This is an optimization exercise on Yosys and OpenROAD, whose aim is small area, not a production implementation. Where RTL was checked, it was by simulation tests only, not by an equivalence proof against the original. For runs 2 to 4, only the layout was checked, not whether the RTL still works. No activity file was given, so power comes from the tool's default toggle rates.

<file path="flow/config.mk">
export PLATFORM = sky130hd
export DESIGN_NAME = TopDesign
export DESIGN_NICKNAME = TopDesign
export VERILOG_FILES = /design/flow/design.v
export SDC_FILE = /design/flow/constraint.sdc
export NUM_CORES = 4
export LEC_CHECK = 0
export CAP_MARGIN = 20
export CORE_MARGIN = 2
export CORE_UTILIZATION = 40
export SLEW_MARGIN = 20
export SYNTH_HIERARCHICAL = 1
</file>
<file path="flow/constraint.sdc">
create_clock -name core_clock -period 10.0 [get_ports {clk}]
set_input_delay 2.0000 -clock core_clock [delete_from_list [all_inputs] [get_ports {clk}]]
set_output_delay 2.0000 -clock core_clock [all_outputs]
set_load 0.01 [all_outputs]
</file>
<file path="flow/design.v">
module FullAdd(input logic a, b, c, output logic s, co);
    assign s = a ^ b ^ c;
    assign co = (a & b) | (a & c) | (b & c);
endmodule
module ALU(input logic [7:0] a, b, output logic [7:0] sum);
    logic [6:0] c;
    assign sum[0] = a[0] ^ b[0];
    assign c[0] = a[0] & b[0];
    for (genvar i = 1; i < 7; i++) begin : stage
        FullAdd fa(a[i], b[i], c[i-1], sum[i], c[i]);
    end
    assign sum[7] = a[7] ^ b[7] ^ c[6];
endmodule
module SelPair(input logic d0, s0, d1, s1, output logic y);
    assign y = ~((d0 | s0) & (d1 | s1));
endmodule
module Nor8(input logic [7:0] a, output logic y);
    assign y = ~|a;
endmodule
module Sel16(input logic [15:0] d, input logic [15:0] sn, output logic y);
    logic [7:0] p;
    for (genvar i = 0; i < 8; i++) begin : pair
        SelPair sp(d[2*i], sn[2*i], d[2*i+1], sn[2*i+1], p[i]);
    end
    Nor8 n(p, y);
endmodule
module Predecode4(input logic [1:0] a, output logic [3:0] y);
    assign y = {a[1] & a[0], a[1] & ~a[0], ~a[1] & a[0], ~a[1] & ~a[0]};
endmodule
module Nand2(input logic a, b, output logic y);
    assign y = ~(a & b);
endmodule
module Decode16(input logic [3:0] a, output logic [15:0] sn);
    logic [3:0] lo, hi;
    Predecode4 pl(a[1:0], lo);
    Predecode4 ph(a[3:2], hi);
    for (genvar w = 0; w < 16; w++) begin : word
        Nand2 n(hi[w / 4], lo[w % 4], sn[w]);
    end
endmodule
module Nor2(input logic a, b, output logic y);
    assign y = ~(a | b);
endmodule
module WriteDecode(
    input logic [3:0] wa,
    input logic weR, weM, clr,
    output logic [15:0] deR, deM);
    logic [3:0] hiN, loRN, loMN;
    always_comb
        for (int i = 0; i < 4; i++) begin
            hiN[i]  = ~clr & (wa[3:2] != i);
            loRN[i] = ~clr & ~(weR & (wa[1:0] == i));
            loMN[i] = ~clr & ~(weM & (wa[1:0] == i));
        end
    for (genvar w = 0; w < 16; w++) begin : word
        Nor2 nr(hiN[w / 4], loRN[w % 4], deR[w]);
        Nor2 nm(hiN[w / 4], loMN[w % 4], deM[w]);
    end
endmodule
module RegisterFile(
    input logic clk,
    input logic [15:0] de,
    input logic [7:0] d,
    output logic [127:0] q);
    logic [7:0] m [15:0];
    always_ff @(posedge clk)
        for (int w = 0; w < 16; w++)
            if (de[w])
                m[w] <= d;
    always_comb
        for (int w = 0; w < 16; w++)
            q[8*w +: 8] = m[w];
endmodule
module ReadPort(input logic [127:0] q, input logic [15:0] sn, output logic [7:0] y);
    for (genvar b = 0; b < 8; b++) begin : bit_
        logic [15:0] col;
        for (genvar w = 0; w < 16; w++) begin : word
            assign col[w] = q[8*w + b];
        end
        Sel16 sel(col, sn, y[b]);
    end
endmodule
module Debouncer #(parameter DEBOUNCE_CYCLES = 250)
(input logic clk, input logic rst, input logic button, output logic pulse);
logic [7:0] t;
always_ff @(posedge clk)
    if (rst || t == 8'b01101000) t <= 8'd0;
    else if (t == 8'd0) t <= {7'd0, button};
    else t <= {t[6:0], t[7]^t[5]^t[4]^t[3]};
assign pulse = (t == 8'd1);
endmodule
module SevenSegmentDisplay(
    input logic clk,
    input logic rst,
    input logic [3:0] addr,
    input logic [7:0] data,
    output logic [6:0] seg,
    output logic [3:0] an);
    logic [9:0] count;
    logic [7:0] pre;
    logic z7;
    assign z7 = (pre[6:0] == 7'd0);
    always_ff @(posedge clk)
        if (rst) begin
            pre <= 8'd0;
            count[9:8] <= 2'd0;
        end else begin
            pre <= {pre[6:0], pre[7] ^ pre[5] ^ pre[4] ^ pre[3] ^ z7};
            if (z7 & pre[7])
                count[9:8] <= count[9:8] + 2'd1;
        end
    assign count[7:0] = pre;
    logic [3:0] nib;
    always_comb begin
        case (count[9:8])
            2'b00: begin nib = data[3:0]; an = 4'b1110; end
            2'b01: begin nib = data[7:4]; an = 4'b1101; end
            2'b10: begin nib = 4'd0;      an = 4'b1011; end
            default: begin nib = addr;    an = 4'b0111; end
        endcase
        if (count[9:8] == 2'b10)
            seg = 7'b0111111;
        else
            case (nib)
                4'd0 : seg = 7'b1000000;
                4'd1 : seg = 7'b1111001;
                4'd2 : seg = 7'b0100100;
                4'd3 : seg = 7'b0110000;
                4'd4 : seg = 7'b0011001;
                4'd5 : seg = 7'b0010010;
                4'd6 : seg = 7'b0000010;
                4'd7 : seg = 7'b1111000;
                4'd8 : seg = 7'b0000000;
                4'd9 : seg = 7'b0010000;
                4'd10: seg = 7'b0001000;
                4'd11: seg = 7'b0000011;
                4'd12: seg = 7'b1000110;
                4'd13: seg = 7'b0100001;
                4'd14: seg = 7'b0000110;
                default: seg = 7'b0001110;
            endcase
    end
endmodule
module InstructionMemory(
    input logic [4:0] readAddress,
    input logic fromRom,
    input logic [15:0] swIns,
    output logic [15:0] fetched, readData2);
    function automatic logic [15:0] rom0(input logic [4:0] a);
        case (a)
            5'd0: rom0 = 16'h2000;
            5'd1: rom0 = 16'h2011;
            5'd2: rom0 = 16'h3200;
            5'd3: rom0 = 16'h3300;
            5'd4: rom0 = 16'h3401;
            5'd5: rom0 = 16'ha921;
            5'd6: rom0 = 16'h4330;
            5'd7: rom0 = 16'h4224;
            5'd8: rom0 = 16'ha500;
            5'd9: rom0 = 16'h0033;
            5'd10: rom0 = 16'h0022;
            5'd11: rom0 = 16'h0033;
            5'd12: rom0 = 16'h4501;
            5'd13: rom0 = 16'h4612;
            5'd14: rom0 = 16'h4723;
            5'd15: rom0 = 16'h4834;
            5'd16: rom0 = 16'h4801;
            5'd17: rom0 = 16'h4923;
            5'd18: rom0 = 16'h4a45;
            5'd19: rom0 = 16'h4b67;
            5'd20: rom0 = 16'h4c89;
            5'd21: rom0 = 16'h4dab;
            5'd22: rom0 = 16'ha000;
            5'd23: rom0 = 16'ha000;
            5'd24: rom0 = 16'ha000;
            5'd25: rom0 = 16'ha000;
            5'd26: rom0 = 16'ha68d;
            5'd27: rom0 = 16'ha29b;
            5'd28: rom0 = 16'h6000;
            5'd29: rom0 = 16'h8000;
            5'd30: rom0 = 16'ha000;
            5'd31: rom0 = 16'he000;
        endcase
    endfunction
    function automatic logic [15:0] rom1(input logic [4:0] a);
        case (a)
            5'd0: rom1 = 16'h2011;
            5'd1: rom1 = 16'h3200;
            5'd2: rom1 = 16'h3300;
            5'd3: rom1 = 16'h3401;
            5'd4: rom1 = 16'ha921;
            5'd5: rom1 = 16'h4330;
            5'd6: rom1 = 16'h4224;
            5'd7: rom1 = 16'ha500;
            5'd8: rom1 = 16'h0033;
            5'd9: rom1 = 16'h0022;
            5'd10: rom1 = 16'h0033;
            5'd11: rom1 = 16'h4501;
            5'd12: rom1 = 16'h4612;
            5'd13: rom1 = 16'h4723;
            5'd14: rom1 = 16'h4834;
            5'd15: rom1 = 16'h4801;
            5'd16: rom1 = 16'h4923;
            5'd17: rom1 = 16'h4a45;
            5'd18: rom1 = 16'h4b67;
            5'd19: rom1 = 16'h4c89;
            5'd20: rom1 = 16'h4dab;
            5'd21: rom1 = 16'ha000;
            5'd22: rom1 = 16'ha000;
            5'd23: rom1 = 16'ha000;
            5'd24: rom1 = 16'ha000;
            5'd25: rom1 = 16'ha68d;
            5'd26: rom1 = 16'ha29b;
            5'd27: rom1 = 16'h6000;
            5'd28: rom1 = 16'h8000;
            5'd29: rom1 = 16'ha000;
            5'd30: rom1 = 16'he000;
            5'd31: rom1 = 16'h2000;
        endcase
    endfunction
    assign fetched = fromRom ? rom0(readAddress) : swIns;
    assign readData2 = rom1(readAddress);
endmodule
module TopDesign
    (
    input logic clk,
    input logic rst,
    input logic [15:0] swIns,
    input logic [4:0] debouncer,
    output logic [15:0] insLed,
    output logic [6:0] seg,
    output logic dp,
    output logic [3:0] an
    );
    logic up, centre, left, right, down;
    Debouncer upButton    (clk, rst, debouncer[1], up);
    Debouncer centerButton(clk, rst, debouncer[0], centre);
    Debouncer rightButton (clk, rst, debouncer[3], right);
    Debouncer leftButton  (clk, rst, debouncer[2], left);
    Debouncer downButton  (clk, rst, debouncer[4], down);
    logic [4:0] pc;
    logic [3:0] memoryAddress;
    logic [15:0] ir;        
    logic irValid;          
    logic [2:0] op;
    logic clr, run, isStore, isLoad, isAdd, isBranch, stop;
    assign op = ir[15:13];
    assign clr = rst | up;
    assign run = irValid & ~clr;
    assign isStore  = run & (op == 3'b000);
    assign isLoad   = run & (op == 3'b001);
    assign isAdd    = run & (op == 3'b010);
    assign isBranch = run & (op == 3'b101);
    assign stop     = run & (op == 3'b111);
    logic [7:0] regA, regB, memP, memD;
    logic [3:0] wAddr;
    logic [7:0] sum;
    ALU alu(regA, regB, sum);
    logic [7:0] wData;
    assign wAddr = (ir[12] | op[1]) ? ir[11:8] : ir[7:4];
    always_comb
        if (op[1])
            wData = sum;
        else if (ir[12])
            wData = ir[7:0];
        else if (op[0])
            wData = memP;
        else
            wData = regA;
    logic [127:0] regQ, memQ;
    logic [15:0] selA, selB, selD;
    logic [15:0] deR, deM;
    logic [7:0] dIn;
    assign dIn = wData & {8{~clr}};
    WriteDecode writeDecode(wAddr, isLoad | isAdd, isStore, clr, deR, deM);
    RegisterFile registerFile(clk, deR, dIn, regQ);
    RegisterFile memory(clk, deM, dIn, memQ);
    Decode16 decodeA(ir[3:0], selA);
    Decode16 decodeB(ir[7:4], selB);
    Decode16 decodeD(memoryAddress, selD);
    ReadPort readA(regQ, selA, regA);
    ReadPort readB(regQ, selB, regB);
    ReadPort readP(memQ, selA, memP);
    ReadPort readD(memQ, selD, memD);
    logic load;
    logic [4:0] pcNext;
    logic [15:0] romWord;
    assign load = (down | centre) & ~left & ~right;
    always_comb
        for (int i = 0; i < 5; i++)
            pcNext[i] = pc[i] ^ (&(pc | ~(5'h1f >> (5 - i))));
    logic [3:0] addrStep, flip;
    assign flip = memoryAddress ^ {4{left}};
    always_comb
        for (int i = 0; i < 4; i++)
            addrStep[i] = memoryAddress[i] ^ (&(flip | ~(4'hf >> (4 - i))));
    InstructionMemory instructions(pc, down, swIns, romWord, insLed);
    always_ff @(posedge clk) begin
        if (rst) begin
            pc <= 5'd0;
            memoryAddress <= 4'd0;
            irValid <= 1'b0;
        end else if (up) begin
            pc <= 5'd0;
        end else if (!stop) begin
            irValid <= load;
            if (left || right)
                memoryAddress <= addrStep;
            else if (down)
                pc <= pcNext;
            else if (!centre && isBranch && (regA[0] == regB[0]))
                pc <= ir[12:8];
        end
        if (!clr && !stop && load)
            ir <= romWord;
    end
    SevenSegmentDisplay display(clk, rst, memoryAddress, memD, seg, an);
    assign dp = 1'b1;
endmodule
</file>
<file path="flow/flow/run.sh">
#!/bin/bash
# Layout flow: the standard flow (standard.sh) with these changes.
#  Synthesis: ORFS's synth.tcl with two edits, made here with sed:
#   - Yosys's extract_fa (half/full adder extraction) only runs on the
#     FullAdd module, so the rest of the logic is left to ABC;
#   - ABC uses flow/abc_area.script (area-oriented mapping) instead of
#     ORFS's speed script.
#   Everything else (synth_recipe.tcl's -nofsm -noshare, flatten and renames,
#   the register mapping) is unchanged, so the registers are the standard
#   synthesis's.
#  Placement: port buffers use the smallest buffer cell, buf_1.
#  CTS: clkbuf_16 leaf clusters of up to 28 sinks, no dummy loads.
set -euo pipefail
W=$PWD
sed -e 's|^  extract_fa {\*}\[dont_use_extract_fa_args\]$|  extract_fa {*}[dont_use_extract_fa_args] FullAdd|' \
    -e 's|^  log_cmd abc {\*}\$abc_args$|  lset abc_args 1 '"$W"'/flow/abc_area.script\n  log_cmd abc {*}$abc_args|' \
    "$FLOW_HOME/scripts/synth.tcl" > own_synth.tcl
grep -q 'extract_fa {\*}\[dont_use_extract_fa_args\] FullAdd' own_synth.tcl
grep -q 'flow/abc_area.script' own_synth.tcl
sed -e "s|^source \$::env(SCRIPTS_DIR)/synth.tcl$|source $W/own_synth.tcl|" synth_recipe.tcl > own_synth_recipe.tcl
grep -q own_synth.tcl own_synth_recipe.tcl
sed -e "s|SYNTH_SCRIPT=[^ ]*|SYNTH_SCRIPT=$W/own_synth_recipe.tcl|" standard.sh > own_standard.sh
grep -q own_synth_recipe.tcl own_standard.sh
bash own_standard.sh \
  "BUFFER_PORTS_ARGS=-buffer_cell sky130_fd_sc_hd__buf_1" \
  "CTS_ARGS=-sink_clustering_enable -repair_clock_nets -sink_clustering_size 28 -sink_clustering_max_diameter 60 -buf_list sky130_fd_sc_hd__clkbuf_16 -dont_use_dummy_load" \
  finish > standard.log 2>&1
</file>
<file path="flow/flow/abc_area.script">
&get -n
&st
&dch
&nf -R 1000
&st
&syn2
&dch
&nf -R 1000
&put
topo
stime -c
dnsize -c
</file>
<file path="flow/standard.sh">
#!/bin/bash
# synth_recipe.tcl (not shown) runs the flow's synth.tcl, then flattens the netlist and writes it again
# the make line also repeats each setting of config.mk as NAME=value (left out here)
make -C /OpenROAD-flow-scripts/flow DESIGN_CONFIG=/design/flow/config.mk WORK_HOME=/design/flow/orfs CLKGATE_MAP_FILE= SYNTH_SCRIPT=/design/flow/synth_recipe.tcl "${@:-finish}"
</file>
==> implementation parameters, run 1 <==
Parameter                              Value

Timing
  Final setup vio count ... 0
  Tightest slew margin relative to the limit ... 0.311
  Shortest clock period the worst path allows after layout ... 5.77 ns
  Post-Route Hold Slack ... 0.410 ns
  Final hold vios ... 0
  Setup repair after global routing missed its margin ... no
  Final worst setup slack ... 4.23 ns
  Sum of negative setup slack ... 0 ns
  Fmax ... 173 MHz
  Final max-slew violation count ... 0
  Worst clock skew ... 0.103 ns
  Measured slew at the worst slew-check pin ... 1.03 ns
  Final Cycle Share ... 0.577

Clock tree
  Clock-pin slew on the worst setup and hold paths ... 0.10 ns
  H-tree levels ... 1
  Number of clock sinks seen by CTS ... 332
  Clock network latency to the later pin of the worst-skew pair ... 0.61 ns
  Longest Clk Path Bufs ... 3
  Number of buffers added for setup after CTS ... 0
  Hold-fix buffer count after cts ... 0
  Cts bufs inserted ... 28
  Post-cts repair resize count ... 0
  Buffer cell driving the clock tree root ... sky130_fd_sc_hd__clkbuf_16
  CTS tree ... yes

Critical path
  Start point of the critical path ... ir[2]
  CP max stage cell ... sky130_fd_sc_hd__nor2_2
  CP Cell Sequence ... nor2b_1, nand2_1, o22ai_1, or4_1, nor2_1, and2_0, fa_1, fa_1, fa_1, fa_1, fa_1, fa_1, xnor2_1, a222oi_1, nor2_2, buf_4
  CP peak stage delay ... 0.66 ns
  Startpoint of the worst-slack reg-to-reg timing path ... ir[2]
  Category of the worst setup path capture point ... flop
  Reg-to-reg setup timing slack ... 4.23 ns
  Number of cells on the worst reg-to-reg path ... 16
  Cell type with the highest occurrence count on the critical path ... sky130_fd_sc_hd__fa_1
  Endpoint of the worst-slack reg-to-reg timing path ... memory.m[9][7]
  Data arrival time at the worst-slack endpoint ... 6.17 ns
  Type of the worst setup path ... reg -> reg
  Data required time at the worst endpoint ... 10.41 ns
  Setup crit end ... memory.m[9][7]
  Largest fanout on the critical path ... 17
  Crit start category ... flop

Global routing
  Number of global-route vias before repair ... 10,900
  Largest net degree at the start of global routing ... 36
  Aggregate global-route resource usage ... 0.233
  Final global-route overflow total ... 0
  Wire length of the first global-routing pass ... 67,700 um
  Antenna violations before repair ... 0

Place
  Pre-CTS worst setup slack ... 4.25 ns
  Placer congestion estimate ... 0.959
  Cell count after placement ... 1,765
  # port buffers ... 49
  Cell area after placement ... 15,500 um^2
  Final HPWL from detailed placement ... 32,200 um

Hold path
  Worst min path class ... reg -> reg
  Cell depth of the worst hold path ... 1
  Worst hold start ... upButton.t[2]

Pwr
  LEAKAGE ... 5.68 nW
  Sum of internal, switching and leakage power ... 3.22 mW
  Power per cell area ... 198 nW/um^2
  Peak ir drop on the vdd network ... 0.114 mV

Drt
  Initial drt markers ... 1,412
  Post-detailed-routing wire length ... 45,000 um
  Routed via count divided by cell count ... 6.40
  DR vias ... 11,500
  Number of iterations in the first detailed-routing pass ... 9
  Routed length per instance ... 25.1 um
  Count of nets left with antenna violations after detail routing ... 0
  Final routed DRC violation total ... 0

Yosys
  Post-synth design cell area ... 14,700 um^2
  Portion of the post-synthesis area used by sequential elements ... 0.639
  Main area contributors after synthesis ... sky130_fd_sc_hd__edfxtp_1 (56%), sky130_fd_sc_hd__o22ai_1 (11%), sky130_fd_sc_hd__dfxtp_1 (8.2%), sky130_fd_sc_hd__or4_1 (3.3%), sky130_fd_sc_hd__nor2_1 (3.3%)
  Number of enable-type register cells in the synthesized netlist ... 272
  Area share of the largest cell type after synthesis ... 0.557
  Post-Syn Area per Cell ... 11.9 um^2
  Synth Net Count ... 1,265
  Flip-flop cell with the highest count after synthesis ... sky130_fd_sc_hd__edfxtp_1
  Yosys cell types ... 54
  Yosys Warn Count ... 14
  Async set-reset flop share out of synthesis ... 0
  Flops & latches, synth ... 332
  Cell type contributing the most total cell area after synthesis ... sky130_fd_sc_hd__edfxtp_1
  Post-Syn Instances ... 1,236

Layout
  Share of layout cells above drive strength 1 ... 0.0377
  Finished Cell Area ... 16,200 um^2
  Final antenna diode count ... 0
  Number of standard cells in the final layout excluding fillers ... 1,793
  Final Util ... 0.447
  Net count of the finished layout ... 1,356
  Area added between synthesis and finish ... 10.8%

Run status
  Run status ... timing/DRC/antenna clean

Floorplan
  I/O pin count ... 51
  Area enclosed by the die boundary ... 38,200 um^2
  Starting Density ... 0.404
  Number of rows created at floorplan ... 70
  Vertical die dimension ... 195 um
  Core area ... 36,300 um^2
  Horizontal die dimension ... 195 um

Flow run
  Max-cap violations ... 0
-- Yosys stat by module (local to each module, per instance), excerpt --
module / area [um^2] / cells / flops+latches / copies in the design
Predecode4: 22.5 / 4 / 0 / 6
SelPair: 6.26 / 1 / 0 / 256
WriteDecode: 83.8 / 17 / 0 / 1
Debouncer: 283 / 27 / 8 / 5
Nor2: 3.75 / 1 / 0 / 32
ALU: 31.3 / 5 / 0 / 1
Nand2: 3.75 / 1 / 0 / 48
Nor8: 18.8 / 3 / 0 / 32
FullAdd: 20.0 / 1 / 0 / 6
SevenSegmentDisplay: 601 / 86 / 10 / 1
InstructionMemory: 788 / 144 / 0 / 1
TopDesign: 1310 / 131 / 26 / 1
RegisterFile: 3840 / 128 / 128 / 2
-- where the power goes --
group          internal (mW)  leakage [nW]  switching (mW)
registers               1.70          3.19           0.109
logic                  0.146          2.15           0.328
clock network          0.488         0.345           0.447
total                   2.34          5.68           0.884
-- layer usage --
layer | GRT usage | vias up | routed length [um]
met3 | 0.0463 | 148 | 4020
li1 | - | 5148 | -
met4 | 0.0876 | 0 | 1810
met2 | 0.376 | 707 | 20700
met5 | 0 | - | 0
met1 | 0.311 | 5473 | 18400
-- logic make-up after synthesis --
logic type	Yosys count	synth area share
other cells	1	0.000256
mux	7	0.00529
fa+ha+maj	6	0.00819
flops	332	0.639
compound gates	382	0.166
simple gates	457	0.158
buf+inv	21	0.00589
xor+xnor	30	0.0179
-- cells in the mapped netlist, types with 3 or more instances --
cell	instances
sky130_fd_sc_hd__a21oi_1	40
sky130_fd_sc_hd__a221oi_1	6
sky130_fd_sc_hd__a22oi_1	3
sky130_fd_sc_hd__a31oi_1	8
sky130_fd_sc_hd__a41o_1	5
sky130_fd_sc_hd__and2_0	45
sky130_fd_sc_hd__and3_1	11
sky130_fd_sc_hd__clkinv_1	19
sky130_fd_sc_hd__dfxtp_1	60
sky130_fd_sc_hd__edfxtp_1	272
sky130_fd_sc_hd__fa_1	6
sky130_fd_sc_hd__mux2_1	6
sky130_fd_sc_hd__nand2_1	106
sky130_fd_sc_hd__nand2b_1	5
sky130_fd_sc_hd__nand3_1	24
sky130_fd_sc_hd__nor2_1	127
sky130_fd_sc_hd__nor2b_1	38
sky130_fd_sc_hd__nor3_1	18
sky130_fd_sc_hd__nor4_1	8
sky130_fd_sc_hd__o211ai_1	5
sky130_fd_sc_hd__o21ai_0	23
sky130_fd_sc_hd__o221ai_1	4
sky130_fd_sc_hd__o22ai_1	261
sky130_fd_sc_hd__o32ai_1	3
sky130_fd_sc_hd__or3_1	3
sky130_fd_sc_hd__or4_1	64
sky130_fd_sc_hd__xnor2_1	15
sky130_fd_sc_hd__xor2_1	15
-- critical path: cells and delay by family, from the launching register on --
family / cells / cell delay, ns
and+or+nand+nor: 6 / 1.87
xor gates and xnor gates: 1 / 0.18
AOI/OAI and AO/OA: 2 / 0.44
DFF: 1 / 0.40
adders and majority gates: 6 / 2.37
buffers and inverters: 1 / 0.35
-- cell type report --
cell class	count	area [um^2]
sequential	332	9370
fill	3330	20100
clock buffer	28	701
tap	468	586
inverter	19	71.3
multi-input combinational	883	5230
timing repair buffer	63	289
-- state kept, by name, indices dropped and copies added, names as in the netlist --
| name | count |
|---|---|
| registerFile.m | 128 |
| display.count | 2 |
| upButton.t | 8 |
| leftButton.t | 8 |
| pc | 5 |
| display.pre | 8 |
| rightButton.t | 8 |
| centerButton.t | 8 |
| ir | 16 |
| irValid | 1 |
| memoryAddress | 4 |
| memory.m | 128 |
| downButton.t | 8 |
-- worst min path at each step --
stage / end / slack, ns
floorplan: centerButton.t[2] / 0.43
global placement: downButton.t[2] / 0.44
detailed placement: leftButton.t[3] / 0.45
CTS: upButton.t[3] / 0.41
global route: upButton.t[3] / 0.41
finish: upButton.t[3] / 0.41
-- cell usage in the layout, fill, tap and decap left out, drive strengths merged, types with 24 or more instances in the layout --
cell type / count
nand2: 106
clkbuf: 28
a21oi: 40
dfxtp: 60
buf: 63
or4: 64
edfxtp: 272
and2: 45
o22ai: 261
nor2b: 38
nor2: 127
nand3: 24
==> run 2, diff against run 1 <==
--- a/flow/design.v
+++ b/flow/design.v
@@ -84,8 +84,14 @@
 (input logic clk, input logic rst, input logic button, output logic pulse);
-logic [7:0] t;
-always_ff @(posedge clk)
-    if (rst || t == 8'b01101000) t <= 8'd0;
-    else if (t == 8'd0) t <= {7'd0, button};
-    else t <= {t[6:0], t[7]^t[5]^t[4]^t[3]};
+localparam logic [7:0] INV = 8'hAA;
+localparam logic [7:0] LAST = 8'b01101000;   
+logic [7:0] u, t, tn;
+logic idle, kill, fb;
+assign t = u ^ INV;
+assign idle = (t == 8'd0);
 assign pulse = (t == 8'd1);
+assign kill = rst | (t == LAST);
+assign fb = t[7] ^ t[5] ^ t[4] ^ t[3];
+assign tn = kill ? 8'd0 : {t[6:0], fb | (idle & button)};
+always_ff @(posedge clk)
+    u <= tn ^ INV;
 endmodule
--- a/flow/flow/run.sh
+++ b/flow/flow/run.sh
@@ -25,3 +25,3 @@
   "BUFFER_PORTS_ARGS=-buffer_cell sky130_fd_sc_hd__buf_1" \
-  "CTS_ARGS=-sink_clustering_enable -repair_clock_nets -sink_clustering_size 28 -sink_clustering_max_diameter 60 -buf_list sky130_fd_sc_hd__clkbuf_16 -dont_use_dummy_load" \
+  "CTS_ARGS=-sink_clustering_enable -repair_clock_nets -dont_use_dummy_load -sink_clustering_size 20 -sink_clustering_max_diameter 50 -buf_list sky130_fd_sc_hd__clkbuf_8" \
   finish > standard.log 2>&1
==> run 2 against run 1 <==
Compared with the run above: global-route usage rose by 0.76 points; utilization fell by 0.68 points; clock-buffer cell count rose by 6; total power rose by 0.29%; sequential share of layout area rose by 1.0 points; critical endpoint is now registerFile.m[9][7]; cell count rose by 0.56%; clock skew fell by 0.011 ns; worst setup slack got worse by 0.12 ns; critical path type unchanged; register-to-register slack got worse by 0.12 ns.
==> implementation parameters, run 2 <==
Parameter                              Value

Run status
  Run status ... timing/DRC/antenna clean

Place
  Pre-CTS worst setup slack ... 4.20 ns (-0.0478 ns)
  Final HPWL from detailed placement ... 33,000 um (+2.4%)
  # port buffers ... 49 (unchanged)
  Cell area after placement ... 15,500 um^2 (-0.37%)
  Placer congestion estimate ... 0.976 (+1.8%)

Drt
  Routed length per instance ... 25.6 um (+2.0%)
  Number of iterations in the first detailed-routing pass ... 6 (-3)
  Initial drt markers ... 1,422 (+0.71%)
  Final routed DRC violation total ... 0 (unchanged)
  Count of nets left with antenna violations after detail routing ... 0 (unchanged)
  Routed via count divided by cell count ... 6.50 (+1.6%)
  DR vias ... 11,700 (+2.1%)
  Post-detailed-routing wire length ... 46,200 um (+2.6%)

Timing
  Final max-slew violation count ... 0 (unchanged)
  Sum of negative setup slack ... 0 ns (unchanged)
  Final worst setup slack ... 4.11 ns (-0.122 ns)
  Final setup vio count ... 0 (unchanged)
  Worst clock skew ... 0.0922 ns (-0.0106 ns)
  Fmax ... 170 MHz (-2.1%)
  Shortest clock period the worst path allows after layout ... 5.89 ns (+0.122 ns)
  Final hold vios ... 0 (unchanged)
  Setup repair after global routing missed its margin ... no
  Tightest slew margin relative to the limit ... 0.353 (+0.0425)
  Final Cycle Share ... 0.589 (+0.0122)
  Measured slew at the worst slew-check pin ... 0.967 ns (-0.0636 ns)

Layout
  Final Util ... 0.440 (-0.00679)
  Largest registers ranked by flip-flop count ... memory.m (128), registerFile.m (128), ir (16)
  Register area ... 9370 um^2 (unchanged)
  Final antenna diode count ... 0 (unchanged)
  Finished Cell Area ... 16,000 um^2 (-1.8%)
  Share of layout cells above drive strength 1 ... 0.0412 (+0.00346)
  Commonest cells after routing, fill and taps aside ... sky130_fd_sc_hd__edfxtp_1 (272), sky130_fd_sc_hd__o22ai_1 (261), sky130_fd_sc_hd__nor2_1 (139), sky130_fd_sc_hd__nand2_1 (121), sky130_fd_sc_hd__or4_1 (64)
  Net count of the finished layout ... 1,366 (+0.74%)
  Area added between synthesis and finish ... 9.20%
  Most common cell after layout, fill and taps aside ... sky130_fd_sc_hd__edfxtp_1
  Multi-input gate area in the final layout ... 5170 um^2 (-1.2%)
  Number of filler instances in the final layout ... 3,482 (+4.6%)

Floorplan
  Starting Density ... 0.403 (-0.000406)
  I/O pin count ... 51 (unchanged)
  Horizontal die dimension ... 195 um (-0.17%)
  Core area ... 36,300 um^2 (-0.24%)
  Area enclosed by the die boundary ... 38,100 um^2 (-0.33%)
  Vertical die dimension ... 195 um (-0.17%)
  Number of rows created at floorplan ... 70 (unchanged)

Clock tree
  Number of buffers added for setup after CTS ... 0 (unchanged)
  Clock-pin slew on the worst setup and hold paths ... 0.09 ns (about the same)
  Cts bufs inserted ... 34 (+21%)
  Longest Clk Path Bufs ... 3 (unchanged)
  Hold-fix buffer count after cts ... 0 (unchanged)
  H-tree levels ... 2 (+1)
  Buffer cell driving the clock tree root ... sky130_fd_sc_hd__clkbuf_8
  Clock network latency to the later pin of the worst-skew pair ... 0.60 ns (about the same)
  Post-cts repair resize count ... 0 (unchanged)
  Number of clock sinks seen by CTS ... 332 (unchanged)
  CTS tree ... yes

Yosys
  Post-Syn Instances ... 1,241 (+0.40%)
  Post-synth design cell area ... 14,600 um^2 (-0.34%)
  Cell type contributing the most total cell area after synthesis ... sky130_fd_sc_hd__edfxtp_1
  Yosys cell types ... 55 (+1.9%)
  Synth Net Count ... 1,270 (+0.40%)
  Post-synth top cells ... sky130_fd_sc_hd__edfxtp_1 (272), sky130_fd_sc_hd__o22ai_1 (261), sky130_fd_sc_hd__nor2_1 (147), sky130_fd_sc_hd__nand2_1 (121), sky130_fd_sc_hd__or4_1 (64)
  Area share of the largest cell type after synthesis ... 0.559 (+0.00191)
  Most numerous cell in the Yosys netlist ... sky130_fd_sc_hd__edfxtp_1
  Yosys Warn Count ... 14 (unchanged)
  Portion of the post-synthesis area used by sequential elements ... 0.641 (+0.00219)
  Async set-reset flop share out of synthesis ... 0 (unchanged)
  Flops & latches, synth ... 332 (unchanged)
  Flip-flop cell with the highest count after synthesis ... sky130_fd_sc_hd__edfxtp_1
  Number of enable-type register cells in the synthesized netlist ... 272 (unchanged)
  Post-Syn Area per Cell ... 11.8 um^2 (-0.74%)
  Main area contributors after synthesis ... sky130_fd_sc_hd__edfxtp_1 (56%), sky130_fd_sc_hd__o22ai_1 (11%), sky130_fd_sc_hd__dfxtp_1 (8.2%), sky130_fd_sc_hd__nor2_1 (3.8%), sky130_fd_sc_hd__or4_1 (3.3%)

Pwr
  LEAKAGE ... 5.49 nW (-3.3%)
  Power per cell area ... 202 nW/um^2 (+2.1%)
  Sum of internal, switching and leakage power ... 3.23 mW (+0.29%)
  Peak ir drop on the vdd network ... 0.125 mV (+8.9%)

Critical path
  Endpoint of the worst-slack reg-to-reg timing path ... registerFile.m[9][7]
  Data required time at the worst endpoint ... 10.35 ns (-0.06 ns)
  Largest fanout on the critical path ... 17 (unchanged)
  Startpoint of the worst-slack reg-to-reg timing path ... ir[0]
  Number of cells on the worst reg-to-reg path ... 16 (unchanged)
  Type of the worst setup path ... reg -> reg
  Reg-to-reg setup timing slack ... 4.11 ns (-0.12 ns)
  Category of the worst setup path capture point ... flop
  Crit start category ... flop
  Data arrival time at the worst-slack endpoint ... 6.24 ns (+0.07 ns)

Global routing
  Wire length of the first global-routing pass ... 68,800 um (+1.8%)
  Number of global-route vias before repair ... 11,300 (+3.8%)
  Aggregate global-route resource usage ... 0.240 (+0.00757)
  Largest net degree at the start of global routing ... 36 (unchanged)
  Final global-route overflow total ... 0 (unchanged)
  Antenna violations before repair ... 1 (+1)

Hold path
  Worst hold start ... upButton.u[2]
  End point of the most critical hold path ... upButton.u[3]
  Worst min path class ... reg -> reg
  Cell depth of the worst hold path ... 1 (unchanged)

Flow run
  Max-cap violations ... 0 (unchanged)
==> run 2: cell count changes after synthesis <==
cell	previous run	this run
sky130_fd_sc_hd__xor2_1	15	10
sky130_fd_sc_hd__and4b_1	0	5
sky130_fd_sc_hd__nor3b_1	1	6
sky130_fd_sc_hd__xnor2_1	15	20
sky130_fd_sc_hd__nand2_1	106	121
sky130_fd_sc_hd__and3_1	11	6
sky130_fd_sc_hd__nor4_1	8	3
sky130_fd_sc_hd__nor2_1	127	147
sky130_fd_sc_hd__clkinv_1	19	24
sky130_fd_sc_hd__nand3_1	24	34
sky130_fd_sc_hd__and2_0	45	10
sky130_fd_sc_hd__nor3_1	18	13
sky130_fd_sc_hd__nor2b_1	38	33
==> run 2: cell families (layout without fill, tap and decap cells) <==
logic type,count (synthesis),after routing,share of synthesized area
compound gates,382,382,0.166
mux,7,7,0.00531
other cells,1,1,0.000257
simple gates,457,457,0.154
buf+inv,26,120,0.00719
xor+xnor,30,30,0.0180
flops,332,332,0.641
fa+ha+maj,6,6,0.00822
==> run 2: area by class of cell <==
| type | count | share of cell area |
|---|---|---|
| flip-flops and latches | 332 | 0.587 |
| multi-input cells | 883 | 0.324 |
| well taps | 468 | 0.0367 |
| clock buffers | 34 | 0.0293 |
| repair buffers | 62 | 0.0176 |
| inverters | 24 | 0.00564 |
==> run 2: per-module statistics from Yosys (local to each module, per instance), a selection <==
module        cells  flip-flops and latches  times used
Debouncer        28                       8           5
FullAdd           1                       0           6
Nor8              3                       0          32
RegisterFile    128                     128           2
TopDesign       131                      26           1
Nand2             1                       0          48
SelPair           1                       0         256
Nor2              1                       0          32
==> run 2: worst max path at each step <==
| stage | startpoint | cells after the start | endpoint |
|---|---|---|---|
| 2_1_floorplan | ir[3] | 15 | memory.m[0][7] |
| 4_1_cts | ir[0] | 14 | memory.m[14][6] |
| 3_5_place_dp | ir[1] | 14 | memory.m[2][6] |
| 5_1_grt | ir[0] | 16 | registerFile.m[10][7] |
| 6_report | ir[0] | 16 | registerFile.m[9][7] |
| 3_3_place_gp | ir[1] | 14 | memory.m[6][6] |
==> run 2: metrics by stage <==
step,hold WS (ns),cells
3_3_place_gp,0.378,1769
4_1_cts,0.392,1803
3_5_place_dp,0.383,1769
2_1_floorplan,0.367,1241
6_report,0.383,1803
5_1_grt,0.413,1803
==> run 2: power breakdown <==
group	total (mW)	internal [mW]	leakage [nW]	switching, mW
combinational	0.602	0.184	2.06	0.419
sequential	1.90	1.76	3.19	0.145
clock	0.725	0.304	0.244	0.422
==> run 2: layer usage <==
metal  GRT usage  routed length, um  up-vias
met4      0.0862               1760        0
met5           0                  0        -
li1            -                  -     5176
met3      0.0378               3940      144
met2       0.402              22100      684
met1       0.318              18400     5715
==> run 2: critical path, stage by stage (launching register included) <==
cell	delay (ns)
sky130_fd_sc_hd__edfxtp_1	0.45
sky130_fd_sc_hd__nor2_1	0.28
sky130_fd_sc_hd__nand2_1	0.52
sky130_fd_sc_hd__o22ai_1	0.32
sky130_fd_sc_hd__or4_1	0.17
sky130_fd_sc_hd__nor2_1	0.08
sky130_fd_sc_hd__and2_0	0.19
sky130_fd_sc_hd__fa_1	0.40
sky130_fd_sc_hd__fa_1	0.40
sky130_fd_sc_hd__fa_1	0.39
sky130_fd_sc_hd__fa_1	0.39
sky130_fd_sc_hd__fa_1	0.39
sky130_fd_sc_hd__fa_1	0.38
sky130_fd_sc_hd__xnor2_1	0.18
sky130_fd_sc_hd__a222oi_1	0.13
sky130_fd_sc_hd__nor2_2	0.62
sky130_fd_sc_hd__buf_4	0.35
==> run 3, diff against run 2 <==
--- a/flow/flow/run.sh
+++ b/flow/flow/run.sh
@@ -25,3 +25,3 @@
   "BUFFER_PORTS_ARGS=-buffer_cell sky130_fd_sc_hd__buf_1" \
-  "CTS_ARGS=-sink_clustering_enable -repair_clock_nets -dont_use_dummy_load -sink_clustering_size 20 -sink_clustering_max_diameter 50 -buf_list sky130_fd_sc_hd__clkbuf_8" \
+  "CTS_ARGS=-sink_clustering_enable -repair_clock_nets -dont_use_dummy_load -sink_clustering_size 20 -sink_clustering_max_diameter 50 -buf_list sky130_fd_sc_hd__clkbuf_4 -root_buf sky130_fd_sc_hd__clkbuf_8 -sink_clustering_buffer sky130_fd_sc_hd__clkbuf_8" \
   finish > standard.log 2>&1
==> run 3 against run 2 <==
Compared with the run above: still clean; area after synthesis did not move; sequential power about the same; total power unchanged; worst setup slack did not move; fmax is the same; synthesized cell count stayed put; highest routed layer unchanged.
==> implementation parameters, run 3 <==
Parameter                              Value

Drt
  Routed length per instance ... 25.6 um (unchanged)
  Initial drt markers ... 1,422 (unchanged)
  Post-detailed-routing wire length ... 46,200 um (unchanged)
  Top routing layer in use ... met4
  Detail Route met3 WL ... 3940 um (unchanged)
  Final routed DRC violation total ... 0 (unchanged)
  Routed via count divided by cell count ... 6.50 (unchanged)
  DR vias ... 11,700 (unchanged)
  Wire length on met2 ... 22,100 um (unchanged)
  Total routed wire length on the met1 layer ... 18,400 um (unchanged)
  Number of iterations in the first detailed-routing pass ... 6 (unchanged)
  Count of nets left with antenna violations after detail routing ... 0 (unchanged)

Layout
  Net count of the finished layout ... 1,366 (unchanged)
  Final Util ... 0.440 (unchanged)
  Most common cell after layout, fill and taps aside ... sky130_fd_sc_hd__edfxtp_1
  Area added between synthesis and finish ... 9.20% (unchanged)
  Largest registers ranked by flip-flop count ... memory.m (128), registerFile.m (128), ir (16)
  Final antenna diode count ... 0 (unchanged)
  Share of layout cells above drive strength 1 ... 0.0412 (unchanged)
  Commonest cells after routing, fill and taps aside ... sky130_fd_sc_hd__edfxtp_1 (272), sky130_fd_sc_hd__o22ai_1 (261), sky130_fd_sc_hd__nor2_1 (139), sky130_fd_sc_hd__nand2_1 (121), sky130_fd_sc_hd__or4_1 (64)

Yosys
  Most numerous cell in the Yosys netlist ... sky130_fd_sc_hd__edfxtp_1
  Post-synthesis compound-gate area fraction ... 0.166 (unchanged)
  Synth Net Count ... 1,270 (unchanged)
  Flops & latches, synth ... 332 (unchanged)
  Yosys Warn Count ... 14 (unchanged)
  Async set-reset flop share out of synthesis ... 0 (unchanged)
  Cell type contributing the most total cell area after synthesis ... sky130_fd_sc_hd__edfxtp_1
  Post-synth top cells ... sky130_fd_sc_hd__edfxtp_1 (272), sky130_fd_sc_hd__o22ai_1 (261), sky130_fd_sc_hd__nor2_1 (147), sky130_fd_sc_hd__nand2_1 (121), sky130_fd_sc_hd__or4_1 (64)
  Largest family of logic cells by synthesized area ... compound AO/OA/AOI/OAI gates
  Portion of netlist area occupied by mux cells ... 0.00531 (unchanged)
  Post-synth design cell area ... 14,600 um^2 (unchanged)
  Post-Syn Area per Cell ... 11.8 um^2 (unchanged)
  Main area contributors after synthesis ... sky130_fd_sc_hd__edfxtp_1 (56%), sky130_fd_sc_hd__o22ai_1 (11%), sky130_fd_sc_hd__dfxtp_1 (8.2%), sky130_fd_sc_hd__nor2_1 (3.8%), sky130_fd_sc_hd__or4_1 (3.3%)
  Area share of the largest cell type after synthesis ... 0.559 (unchanged)
  Post-Syn Instances ... 1,241 (unchanged)
  Portion of the post-synthesis area used by sequential elements ... 0.641 (unchanged)
  Basic-gate share of the synthesized area counting and, or, nand and nor cells ... 0.154 (unchanged)
  Number of enable-type register cells in the synthesized netlist ... 272 (unchanged)
  Xor/xnor cell area share of the yosys netlist ... 0.0180 (unchanged)
  Flip-flop cell with the highest count after synthesis ... sky130_fd_sc_hd__edfxtp_1
  Post-synthesis share of cell area spent on full adders, half adders and majority gates ... 0.00822 (unchanged)
  Yosys cell types ... 55 (unchanged)

Place
  # port buffers ... 49 (unchanged)
  Final HPWL from detailed placement ... 33,000 um (unchanged)
  Pre-CTS worst setup slack ... 4.20 ns (unchanged)
  Placer congestion estimate ... 0.976 (unchanged)

Timing
  Fmax ... 170 MHz (unchanged)
  Sum of negative setup slack ... 0 ns (unchanged)
  Worst clock skew ... 0.0922 ns (unchanged)
  Final setup vio count ... 0 (unchanged)
  Measured slew at the worst slew-check pin ... 0.967 ns (unchanged)
  Final Cycle Share ... 0.589 (unchanged)
  Final hold vios ... 0 (unchanged)
  Final worst setup slack ... 4.11 ns (unchanged)
  Final max-slew violation count ... 0 (unchanged)
  Tightest slew margin relative to the limit ... 0.353 (unchanged)
  Post-Route Hold Slack ... 0.383 ns (unchanged)
  Shortest clock period the worst path allows after layout ... 5.89 ns (unchanged)
  Setup repair after global routing missed its margin ... no

Clock tree
  Buffer cell driving the clock tree root ... sky130_fd_sc_hd__clkbuf_8
  Clock network latency to the later pin of the worst-skew pair ... 0.60 ns (about the same)
  Clock-pin slew on the worst setup and hold paths ... 0.09 ns (about the same)
  Number of clock sinks seen by CTS ... 332 (unchanged)
  H-tree levels ... 2 (unchanged)
  Cts bufs inserted ... 34 (unchanged)
  Hold-fix buffer count after cts ... 0 (unchanged)
  Post-cts repair resize count ... 0 (unchanged)
  Longest Clk Path Bufs ... 3 (unchanged)
  Number of buffers added for setup after CTS ... 0 (unchanged)
  CTS tree ... yes

Floorplan
  Horizontal die dimension ... 195 um (unchanged)
  Starting Density ... 0.403 (unchanged)
  Number of rows created at floorplan ... 70 (unchanged)
  Core area ... 36,300 um^2 (unchanged)
  Vertical die dimension ... 195 um (unchanged)
  Area enclosed by the die boundary ... 38,100 um^2 (unchanged)
  I/O pin count ... 51 (unchanged)

Hold path
  Worst min path class ... reg -> reg
  Cell depth of the worst hold path ... 1 (unchanged)
  Worst hold start ... upButton.u[2]
  End point of the most critical hold path ... upButton.u[3]

Critical path
  Data required time at the worst endpoint ... 10.35 ns (about the same)
  Largest fanout on the critical path ... 17 (unchanged)
  Category of the worst setup path capture point ... flop
  Reg-to-reg setup timing slack ... 4.11 ns (about the same)
  Number of cells on the worst reg-to-reg path ... 16 (unchanged)
  Data arrival time at the worst-slack endpoint ... 6.24 ns (about the same)
  Crit start category ... flop
  Endpoint of the worst-slack reg-to-reg timing path ... registerFile.m[9][7]
  Startpoint of the worst-slack reg-to-reg timing path ... ir[0]
  Type of the worst setup path ... reg -> reg

Pwr
  LEAKAGE ... 5.49 nW (unchanged)
  Peak ir drop on the vdd network ... 0.125 mV (unchanged)
  Power per cell area ... 202 nW/um^2 (unchanged)

Global routing
  Antenna violations before repair ... 1 (unchanged)
  Wire length of the first global-routing pass ... 68,800 um (unchanged)
  Largest net degree at the start of global routing ... 36 (unchanged)
  Aggregate global-route resource usage ... 0.240 (unchanged)
  Final global-route overflow total ... 0 (unchanged)
  Number of global-route vias before repair ... 11,300 (unchanged)

Run status
  Run status ... timing/DRC/antenna clean

Flow run
  Max-cap violations ... 0 (unchanged)
[run 3: power by group]
part | total, mW | leakage, nW | switching [mW] | internal, mW
combinational | 0.602 | 2.06 | 0.419 | 0.184
sequential | 1.90 | 3.19 | 0.145 | 1.76
clock | 0.725 | 0.244 | 0.422 | 0.304
total | 3.23 | 5.49 | 0.986 | 2.25
[run 3: final cells by class]
| class | instances | area [um^2] |
|---|---|---|
| Fill cell | 3482 | 20300 |
| Sequential cell | 332 | 9370 |
| Multi-Input combinational cell | 883 | 5170 |
| Tap cell | 468 | 586 |
| Clock buffer | 34 | 468 |
| Timing Repair Buffer | 62 | 282 |
| Inverter | 24 | 90.1 |
[run 3: worst max path at each step]
stage	from	end	slack, ns	cells after the start
6_report	ir[0]	registerFile.m[9][7]	4.11	16
5_1_grt	ir[0]	registerFile.m[10][7]	3.93	16
4_1_cts	ir[0]	memory.m[14][6]	4.16	14
3_5_place_dp	ir[1]	memory.m[2][6]	4.20	14
3_3_place_gp	ir[1]	memory.m[6][6]	4.36	14
2_1_floorplan	ir[3]	memory.m[0][7]	4.86	15
[run 3: modules after synthesis (local to each module, per instance), excerpt]
module	times used	cells inside	flip-flops and latches
Predecode4	6	4	0
InstructionMemory	1	144	0
WriteDecode	1	17	0
RegisterFile	2	128	128
TopDesign	1	131	26
SelPair	256	1	0
ALU	1	5	0
[run 3: routing by layer]
metal | GRT usage | up-vias
li1 | - | 5176
met1 | 0.318 | 5715
met2 | 0.402 | 684
met3 | 0.0378 | 144
met4 | 0.0862 | 0
met5 | 0 | -
[run 3: kinds of logic (layout without fill, tap and decap cells)]
group,Yosys count,in the layout
other,1,1
buffers and inverters,26,120
DFF,332,332
muxes,7,7
and+or+nand+nor,457,457
AOI/OAI and AO/OA,382,382
xor gates and xnor gates,30,30
adders and majority gates,6,6
[run 3: critical path, stage by stage, from the launching register on]
cell,delay [ns]
sky130_fd_sc_hd__edfxtp_1,0.45
sky130_fd_sc_hd__nor2_1,0.28
sky130_fd_sc_hd__nand2_1,0.52
sky130_fd_sc_hd__o22ai_1,0.32
sky130_fd_sc_hd__or4_1,0.17
sky130_fd_sc_hd__nor2_1,0.08
sky130_fd_sc_hd__and2_0,0.19
sky130_fd_sc_hd__fa_1,0.40
sky130_fd_sc_hd__fa_1,0.40
sky130_fd_sc_hd__fa_1,0.39
sky130_fd_sc_hd__fa_1,0.39
sky130_fd_sc_hd__fa_1,0.39
sky130_fd_sc_hd__fa_1,0.38
sky130_fd_sc_hd__xnor2_1,0.18
sky130_fd_sc_hd__a222oi_1,0.13
sky130_fd_sc_hd__nor2_2,0.62
sky130_fd_sc_hd__buf_4,0.35
[run 3: per-stage QoR]
step	total power [mW]	cells	cell area [um^2]
2_1_floorplan	2.22	1241	14600
3_3_place_gp	2.52	1769	15500
3_5_place_dp	2.52	1769	15500
4_1_cts	3.24	1803	16000
5_1_grt	3.37	1803	16000
6_report	3.23	1803	16000
==> run 4, diff against run 3 <==
--- a/flow/design.v
+++ b/flow/design.v
@@ -4,6 +4,6 @@
 endmodule
-module ALU(input logic [7:0] a, b, output logic [7:0] sum);
+module ALU(input logic [7:0] a, b, output logic [7:0] sum);   
     logic [6:0] c;
-    assign sum[0] = a[0] ^ b[0];
-    assign c[0] = a[0] & b[0];
+    assign sum[0] = ~(a[0] ^ b[0]);
+    assign c[0] = a[0] | b[0];
     for (genvar i = 1; i < 7; i++) begin : stage
@@ -16,6 +16,6 @@
 endmodule
-module Nor8(input logic [7:0] a, output logic y);
-    assign y = ~|a;
+module Or8(input logic [7:0] a, output logic y);
+    assign y = |a;
 endmodule
-module Sel16(input logic [15:0] d, input logic [15:0] sn, output logic y);
+module Sel16(input logic [15:0] d, input logic [15:0] sn, output logic yn);
     logic [7:0] p;
@@ -24,3 +24,3 @@
     end
-    Nor8 n(p, y);
+    Or8 n(p, yn);
 endmodule
@@ -73,3 +73,3 @@
 endmodule
-module ReadPort(input logic [127:0] q, input logic [15:0] sn, output logic [7:0] y);
+module ReadPort(input logic [127:0] q, input logic [15:0] sn, output logic [7:0] yn);
     for (genvar b = 0; b < 8; b++) begin : bit_
@@ -79,3 +79,3 @@
         end
-        Sel16 sel(col, sn, y[b]);
+        Sel16 sel(col, sn, yn[b]);
     end
@@ -101,3 +101,3 @@
     input logic [3:0] addr,
-    input logic [7:0] data,
+    input logic [7:0] dataN,       
     output logic [6:0] seg,
@@ -121,4 +121,4 @@
         case (count[9:8])
-            2'b00: begin nib = data[3:0]; an = 4'b1110; end
-            2'b01: begin nib = data[7:4]; an = 4'b1101; end
+            2'b00: begin nib = ~dataN[3:0]; an = 4'b1110; end
+            2'b01: begin nib = ~dataN[7:4]; an = 4'b1101; end
             2'b10: begin nib = 4'd0;      an = 4'b1011; end
@@ -254,3 +254,3 @@
     assign clr = rst | up;
-    assign run = irValid & ~clr;
+    assign run = irValid;
     assign isStore  = run & (op == 3'b000);
@@ -260,6 +260,11 @@
     assign stop     = run & (op == 3'b111);
-    logic [7:0] regA, regB, memP, memD;
+    logic [7:0] regAN, regBN, memPN, memDN, regA, regB, memP, memD;
+    assign regA = ~regAN;
+    assign regB = ~regBN;
+    assign memP = ~memPN;
+    assign memD = ~memDN;
     logic [3:0] wAddr;
-    logic [7:0] sum;
-    ALU alu(regA, regB, sum);
+    logic [7:0] sum, sumN;
+    ALU alu(regAN, regBN, sumN);
+    assign sum = ~sumN;
     logic [7:0] wData;
@@ -286,6 +291,6 @@
     Decode16 decodeD(memoryAddress, selD);
-    ReadPort readA(regQ, selA, regA);
-    ReadPort readB(regQ, selB, regB);
-    ReadPort readP(memQ, selA, memP);
-    ReadPort readD(memQ, selD, memD);
+    ReadPort readA(regQ, selA, regAN);
+    ReadPort readB(regQ, selB, regBN);
+    ReadPort readP(memQ, selA, memPN);
+    ReadPort readD(memQ, selD, memDN);
     logic load;
@@ -322,3 +327,3 @@
     end
-    SevenSegmentDisplay display(clk, rst, memoryAddress, memD, seg, an);
+    SevenSegmentDisplay display(clk, rst, memoryAddress, memDN, seg, an);
     assign dp = 1'b1;
--- a/flow/flow/run.sh
+++ b/flow/flow/run.sh
@@ -25,3 +25,3 @@
   "BUFFER_PORTS_ARGS=-buffer_cell sky130_fd_sc_hd__buf_1" \
-  "CTS_ARGS=-sink_clustering_enable -repair_clock_nets -dont_use_dummy_load -sink_clustering_size 20 -sink_clustering_max_diameter 50 -buf_list sky130_fd_sc_hd__clkbuf_4 -root_buf sky130_fd_sc_hd__clkbuf_8 -sink_clustering_buffer sky130_fd_sc_hd__clkbuf_8" \
+  "CTS_ARGS=-sink_clustering_enable -repair_clock_nets -dont_use_dummy_load -sink_clustering_size 10 -sink_clustering_max_diameter 35 -buf_list sky130_fd_sc_hd__clkbuf_4" \
   finish > standard.log 2>&1
==> run 4 against run 3 <==
Compared with the run above: die area shrank 0.81%; register-to-register slack lost 0.47 ns; global-route usage about the same; total power fell by 0.92%; critical path type unchanged.
==> implementation parameters, run 4 <==
Parameter                              Value

Run status
  Run status ... timing/DRC/antenna clean

Drt
  Routed length per instance ... 25.8 um (+0.64%)
  Final routed DRC violation total ... 0 (unchanged)
  Routed via count divided by cell count ... 6.44 (-0.93%)
  Count of nets left with antenna violations after detail routing ... 0 (unchanged)
  Initial drt markers ... 1,179 (-17%)
  Number of iterations in the first detailed-routing pass ... 6 (unchanged)
  DR vias ... 11,600 (-0.98%)
  Post-detailed-routing wire length ... 46,400 um (+0.58%)

Critical path
  Crit start category ... flop
  Data required time at the worst endpoint ... 10.36 ns (about the same)
  Type of the worst setup path ... reg -> reg
  Data arrival time at the worst-slack endpoint ... 6.71 ns (+0.47 ns)
  Category of the worst setup path capture point ... flop
  Largest fanout on the critical path ... 32 (+15)
  Number of cells on the worst reg-to-reg path ... 17 (+1)

Clock tree
  Longest Clk Path Bufs ... 3 (unchanged)
  H-tree levels ... 2 (unchanged)
  Number of buffers added for setup after CTS ... 0 (unchanged)
  Clock-pin slew on the worst setup and hold paths ... 0.08 ns (about the same)
  Buffer cell driving the clock tree root ... sky130_fd_sc_hd__clkbuf_4
  Hold-fix buffer count after cts ... 0 (unchanged)
  Number of clock sinks seen by CTS ... 332 (unchanged)
  CTS tree ... yes
  Clock network latency to the later pin of the worst-skew pair ... 0.78 ns (+0.18 ns)
  Post-cts repair resize count ... 0 (unchanged)
  Cts bufs inserted ... 56 (+65%)

Global routing
  Largest net degree at the start of global routing ... 36 (unchanged)
  Antenna violations before repair ... 1 (unchanged)
  Wire length of the first global-routing pass ... 68,200 um (-0.94%)
  Met3 layer usage reported by global route ... 0.0422 (+0.00434)
  Final global-route overflow total ... 0 (unchanged)
  Aggregate global-route resource usage ... 0.240 (-0.000271)
  Global-route track usage on met2 ... 0.406 (+0.00409)
  Number of global-route vias before repair ... 11,200 (-1.3%)
  Met1 demand-to-capacity share in global routing ... 0.311 (-0.00758)
  Peak-usage layer in the global routing report ... met2

Layout
  Area added between synthesis and finish ... 9.07%
  Commonest cells after routing, fill and taps aside ... sky130_fd_sc_hd__edfxtp_1 (272), sky130_fd_sc_hd__o22ai_1 (264), sky130_fd_sc_hd__nand2_1 (140), sky130_fd_sc_hd__nor2_1 (103), sky130_fd_sc_hd__nor4_1 (65)
  Most common cell after layout, fill and taps aside ... sky130_fd_sc_hd__edfxtp_1
  Net count of the finished layout ... 1,371 (+0.37%)
  Multi-input gate area in the final layout ... 5100 um^2 (-1.4%)
  Number of standard cells in the final layout excluding fillers ... 1,802 (-0.055%)
  Final Util ... 0.443 (+0.00322)
  Number of filler instances in the final layout ... 3,359 (-3.5%)
  Register area ... 9370 um^2 (unchanged)
  Share of layout cells above drive strength 1 ... 0.0582 (+0.0170)
  Finished Cell Area ... 15,800 um^2 (-0.95%)
  Largest registers ranked by flip-flop count ... memory.m (128), registerFile.m (128), ir (16)

Timing
  Fmax ... 157 MHz (-7.3%)
  Tightest slew margin relative to the limit ... 0.284 (-0.0690)
  Measured slew at the worst slew-check pin ... 1.07 ns (+0.107 ns)
  Final setup vio count ... 0 (unchanged)
  Sum of negative setup slack ... 0 ns (unchanged)
  Final worst setup slack ... 3.65 ns (-0.466 ns)
  Worst clock skew ... 0.126 ns (+0.0333 ns)
  Shortest clock period the worst path allows after layout ... 6.35 ns (+0.466 ns)
  Final Cycle Share ... 0.635 (+0.0466)
  Setup repair after global routing missed its margin ... no
  Final hold vios ... 0 (unchanged)
  Final max-slew violation count ... 0 (unchanged)

Yosys
  Post-synth top cells ... sky130_fd_sc_hd__edfxtp_1 (272), sky130_fd_sc_hd__o22ai_1 (264), sky130_fd_sc_hd__nand2_1 (140), sky130_fd_sc_hd__nor2_1 (103), sky130_fd_sc_hd__nor4_1 (65)
  Most numerous cell in the Yosys netlist ... sky130_fd_sc_hd__edfxtp_1
  Main area contributors after synthesis ... sky130_fd_sc_hd__edfxtp_1 (56%), sky130_fd_sc_hd__o22ai_1 (11%), sky130_fd_sc_hd__dfxtp_1 (8.3%), sky130_fd_sc_hd__nand2_1 (3.6%), sky130_fd_sc_hd__nor4_1 (2.8%)
  Post-synth design cell area ... 14,500 um^2 (-0.83%)
  Flops & latches, synth ... 332 (unchanged)
  Yosys cell types ... 52 (-5.5%)
  Cell type contributing the most total cell area after synthesis ... sky130_fd_sc_hd__edfxtp_1
  Area share of the largest cell type after synthesis ... 0.563 (+0.00468)
  Async set-reset flop share out of synthesis ... 0 (unchanged)
  Flip-flop cell with the highest count after synthesis ... sky130_fd_sc_hd__edfxtp_1
  Synth Net Count ... 1,253 (-1.3%)
  Yosys Warn Count ... 14 (unchanged)
  Post-Syn Instances ... 1,224 (-1.4%)
  Number of enable-type register cells in the synthesized netlist ... 272 (unchanged)
  Portion of the post-synthesis area used by sequential elements ... 0.646 (+0.00537)
  Post-Syn Area per Cell ... 11.8 um^2 (+0.55%)

Floorplan
  Starting Density ... 0.407 (+0.00343)
  Core area ... 35,700 um^2 (-1.7%)
  Vertical die dimension ... 194 um (-0.41%)
  Horizontal die dimension ... 194 um (-0.41%)
  Area enclosed by the die boundary ... 37,800 um^2 (-0.81%)
  Number of rows created at floorplan ... 69 (-1.4%)
  I/O pin count ... 51 (unchanged)

Pwr
  Peak ir drop on the vdd network ... 0.109 mV (-13%)
  LEAKAGE ... 5.27 nW (-4.0%)
  Power per cell area ... 202 nW/um^2 (about the same)

Hold path
  Worst min path class ... reg -> reg
  Cell depth of the worst hold path ... 1 (unchanged)

Place
  Final HPWL from detailed placement ... 33,500 um (+1.6%)
  Cell count after placement ... 1,745 (-1.4%)
  Pre-CTS worst setup slack ... 3.86 ns (-0.343 ns)
  # port buffers ... 49 (unchanged)
  Cell area after placement ... 15,400 um^2 (-0.65%)
  Placer congestion estimate ... 0.965 (-1.1%)

Flow run
  Max-cap violations ... 0 (unchanged)
## run 4: cell families after synthesis
| family | Yosys count | synth area share |
|---|---|---|
| fa+ha+maj | 6 | 0.00829 |
| other cells | 1 | 0.000259 |
| mux | 13 | 0.0100 |
| flops | 332 | 0.646 |
| compound gates | 403 | 0.173 |
| buf+inv | 19 | 0.00544 |
| simple gates | 420 | 0.139 |
| xor+xnor | 30 | 0.0181 |
## run 4: where the power goes
part / internal [mW] / switching (mW)
registers: 1.77 / 0.154
clock network: 0.254 / 0.428
logic: 0.174 / 0.417
total: 2.20 / 0.999
## run 4: layout make-up
type                    count  share of cell area
flip-flops and latches    332               0.593
multi-input cells         873               0.322
well taps                 461              0.0365
clock buffers              56              0.0266
repair buffers             62              0.0178
inverters                  17             0.00404
diodes                      1            0.000158
## run 4: layer usage
layer  wire (um)  vias to the layer above
li1            -                     5189
met4        1640                        0
met1       18900                     5621
met2       22400                      656
met5           0                        -
met3        3480                      138
## run 4: through the flow
step	total power, mW	hold slack, ns
after floorplan	2.24	0.367
after global routing	3.35	0.421
after detailed placement	2.53	0.381
after global placement	2.53	0.374
final	3.20	0.389
after CTS	3.21	0.397
## run 4: worst paths after layout
kind                      start                   end  slack [ns]
setup / recovery          ir[2]  registerFile.m[2][7]        3.65
hold / removal    upButton.u[0]         upButton.u[1]        0.39
setup reg to reg          ir[2]  registerFile.m[2][7]        3.65
hold reg to reg   upButton.u[0]         upButton.u[1]        0.39
## run 4: critical path, stage by stage, from the launching register on
cell	delay [ns]
sky130_fd_sc_hd__edfxtp_1	0.44
sky130_fd_sc_hd__and2_0	0.24
sky130_fd_sc_hd__nand2_1	0.50
sky130_fd_sc_hd__o22ai_1	0.18
sky130_fd_sc_hd__nor4_1	0.52
sky130_fd_sc_hd__nand2_1	0.20
sky130_fd_sc_hd__or2_0	0.29
sky130_fd_sc_hd__fa_1	0.40
sky130_fd_sc_hd__fa_1	0.39
sky130_fd_sc_hd__fa_1	0.39
sky130_fd_sc_hd__fa_1	0.39
sky130_fd_sc_hd__fa_1	0.39
sky130_fd_sc_hd__fa_1	0.39
sky130_fd_sc_hd__xnor2_1	0.19
sky130_fd_sc_hd__xnor2_1	0.09
sky130_fd_sc_hd__a21oi_1	0.12
sky130_fd_sc_hd__o21ai_0	0.15
sky130_fd_sc_hd__a21oi_4	0.65
## run 4: modules after synthesis (local to each module, per instance), a selection
module,flip-flops and latches,cell area [um^2],cells
ALU,0,31.3,5
FullAdd,0,20.0,1
InstructionMemory,0,788,144
Nand2,0,3.75,1
Or8,0,16.3,3
SelPair,0,6.26,1
TopDesign,26,1290,125
==> run 5, diff against run 4 <==
--- a/flow/design.v
+++ b/flow/design.v
@@ -85,11 +85,11 @@
 localparam logic [7:0] INV = 8'hAA;
-localparam logic [7:0] LAST = 8'b01101000;   
+localparam logic [7:0] SEED = 8'b00010001;
 logic [7:0] u, t, tn;
-logic idle, kill, fb;
+logic z7, start, fb;
 assign t = u ^ INV;
-assign idle = (t == 8'd0);
-assign pulse = (t == 8'd1);
-assign kill = rst | (t == LAST);
-assign fb = t[7] ^ t[5] ^ t[4] ^ t[3];
-assign tn = kill ? 8'd0 : {t[6:0], fb | (idle & button)};
+assign z7 = (t[6:0] == 7'd0);                    
+assign start = z7 & ~t[7] & button;              
+assign fb = (t[7] ^ t[5] ^ t[4] ^ t[3]) & ~z7;
+assign tn = rst ? 8'd0 : {t[6:4], t[3] | start, t[2:0], fb | start};
+assign pulse = (t == SEED);
 always_ff @(posedge clk)
--- a/flow/config.mk
+++ b/flow/config.mk
@@ -9,3 +9,3 @@
 export CORE_MARGIN = 2
-export CORE_UTILIZATION = 40
+export CORE_UTILIZATION = 65
 export SLEW_MARGIN = 20
==> run 5 against run 4 <==
Compared with the run above: cell area decreased by 2.3%; global-route usage increased by 12 points; critical path depth unchanged; utilization increased by 26 points; clock-buffer cell count decreased by 11; synthesized cell count decreased by 0.82%; worst setup slack improved by 0.077 ns; sequential cell count unchanged.
==> implementation parameters, run 5 <==
Parameter                              Value

Run status
  Run status ... timing/DRC/antenna clean

Critical path
  Largest fanout on the critical path ... 32 (unchanged)
  Data required time at the worst endpoint ... 10.30 ns (-0.06 ns)
  Category of the worst setup path capture point ... flop

Layout
  Net count of the finished layout ... 1,347 (-1.8%)

Yosys
  Main area contributors after synthesis ... sky130_fd_sc_hd__edfxtp_1 (56%), sky130_fd_sc_hd__o22ai_1 (11%), sky130_fd_sc_hd__dfxtp_1 (8.3%), sky130_fd_sc_hd__nand2_1 (3.4%), sky130_fd_sc_hd__nor4_1 (2.8%)
  Most numerous cell in the Yosys netlist ... sky130_fd_sc_hd__edfxtp_1
  Async set-reset flop share out of synthesis ... 0 (unchanged)
  Post-Syn Area per Cell ... 11.9 um^2 (+0.65%)
  Portion of the post-synthesis area used by sequential elements ... 0.647 (+0.00112)

Global routing
  Met3 layer usage reported by global route ... 0.0720 (+0.0299)
  Aggregate global-route resource usage ... 0.360 (+0.120)
  Largest net degree at the start of global routing ... 57 (+58%)
  Wire length of the first global-routing pass ... 64,400 um (-5.5%)

Drt
  Routed via count divided by cell count ... 7.44 (+15%)
  Initial drt markers ... 1,999 (+70%)
  Final routed DRC violation total ... 0 (unchanged)
  Number of iterations in the first detailed-routing pass ... 8 (+2)

Pwr
  Power per cell area ... 174 nW/um^2 (-14%)
  Switching power total ... 0.722 mW (-28%)
  LEAKAGE ... 5.10 nW (-3.2%)
  Peak ir drop on the vdd network ... 0.185 mV (+71%)
  Net switching share of the total power ... 0.269 (-0.0433)

Place
  Placer congestion estimate ... 1.04 (+8.0%)
  # port buffers ... 49 (unchanged)

Timing
  Worst clock skew ... 0.129 ns (+0.00316 ns)
  Final hold vios ... 0 (unchanged)
  Final Cycle Share ... 0.628 (-0.00766)
  Final setup vio count ... 0 (unchanged)
  Setup repair after global routing missed its margin ... no
  Final max-slew violation count ... 0 (unchanged)

Clock tree
  Hold-fix buffer count after cts ... 0 (unchanged)
  Cts bufs inserted ... 45 (-20%)

Hold path
  Worst min path class ... reg -> reg
[run 5: cell count changes after synthesis, sizes merged, moves of 10 or more]
cell	before	now
nand3	27	17
nand2b	7	27
nand2	140	130
and4	1	11
[run 5: worst paths after layout]
| kind | start | depth (start not counted) | slack (ns) | endpoint |
|---|---|---|---|---|
| worst max-delay path | ir[2] | 17 | 3.72 | registerFile.m[11][7] |
| worst min-delay path | centerButton.u[2] | 1 | 0.32 | centerButton.u[3] |
| worst max register to register | ir[2] | 17 | 3.72 | registerFile.m[11][7] |
| worst min register to register | centerButton.u[2] | 1 | 0.32 | centerButton.u[3] |
[run 5: power groups by stage]
stage	registers (mW)	clock network [mW]	logic (mW)
6_report	1.75	0.604	0.337
5_1_grt	1.75	0.664	0.364
4_1_cts	1.74	0.614	0.328
3_5_place_dp	1.77	0	0.327
3_3_place_gp	1.77	0	0.318
2_1_floorplan	1.73	0	0.209
[run 5: layout make-up]
class | instances | area, um^2
fillers | 1544 | 6370
diodes | 1 | 2.50
inverters | 12 | 45.0
repair buffers | 59 | 260
multi-input cells | 868 | 5090
clock buffers | 45 | 338
flip-flops and latches | 332 | 9370
well taps | 280 | 350
[run 5: worst max-delay path, stage by stage, from the launching register on]
cell                       delay, ns
sky130_fd_sc_hd__edfxtp_1       0.46
sky130_fd_sc_hd__and2_0         0.24
sky130_fd_sc_hd__nand2_1        0.55
sky130_fd_sc_hd__o22ai_1        0.19
sky130_fd_sc_hd__nor4_1         0.40
sky130_fd_sc_hd__nand2_1        0.19
sky130_fd_sc_hd__or2_0          0.28
sky130_fd_sc_hd__fa_1           0.40
sky130_fd_sc_hd__fa_1           0.40
sky130_fd_sc_hd__fa_1           0.39
sky130_fd_sc_hd__fa_1           0.39
sky130_fd_sc_hd__fa_1           0.40
sky130_fd_sc_hd__fa_1           0.39
sky130_fd_sc_hd__xnor2_1        0.15
sky130_fd_sc_hd__xnor2_1        0.13
sky130_fd_sc_hd__a21oi_1        0.14
sky130_fd_sc_hd__o21ai_0        0.15
sky130_fd_sc_hd__a21oi_4        0.62
[run 5: metrics by stage]
stage	cells	setup WS [ns]	area, um^2	power [mW]	hold WS (ns)
after floorplan	1214	4.25	14500	1.94	0.370
after global placement	1551	3.87	15100	2.09	0.374
after detailed placement	1551	3.63	15100	2.10	0.382
after CTS	1596	3.54	15400	2.68	0.336
after global routing	1597	3.40	15500	2.78	0.352
final	1597	3.72	15500	2.69	0.319
[run 5: cell families (layout without fill, tap and decap cells)]
logic type                 count (synthesis)  count (layout)  share of synthesized area
and+or+nand+nor                          415             415                      0.140
buffers and inverters                     14             116                    0.00415
xor gates and xnor gates                  30              30                     0.0182
muxes                                     13              13                     0.0100
AOI/OAI and AO/OA                        403             403                      0.172
adders and majority gates                  6               6                    0.00830
DFF                                      332             332                      0.647
other                                      1               2                   0.000259
[run 5: per-module statistics from Yosys (local to each module, per instance), excerpt]
module               flops+latches  area [um^2]  cells inside  copies in the design
ALU                              0         31.3             5                     1
Debouncer                        8          268            26                     5
FullAdd                          0         20.0             1                     6
InstructionMemory                0          788           144                     1
Nand2                            0         3.75             1                    48
Nor2                             0         3.75             1                    32
Or8                              0         16.3             3                    32
Predecode4                       0         22.5             4                     6
RegisterFile                   128         3840           128                     2
SelPair                          0         6.26             1                   256
SevenSegmentDisplay             10          574            75                     1
TopDesign                       26         1290           125                     1
WriteDecode                      0         83.8            17                     1
[run 5: routing by layer]
metal | share of wire | wire (um)
met1 | 0.36 | 15500
met2 | 0.47 | 20000
met3 | 0.12 | 5070
met4 | 0.056 | 2420
met5 | 0 | 0

Re-timed with assumed drivers on the ports (clkbuf_16 on the clock, buf_2 on other inputs), run 5 has 3.724 ns of setup slack against 3.724 ns with ideal ports, and 3.724 ns once port delays also move by the mid clock arrival of 0.678 ns.
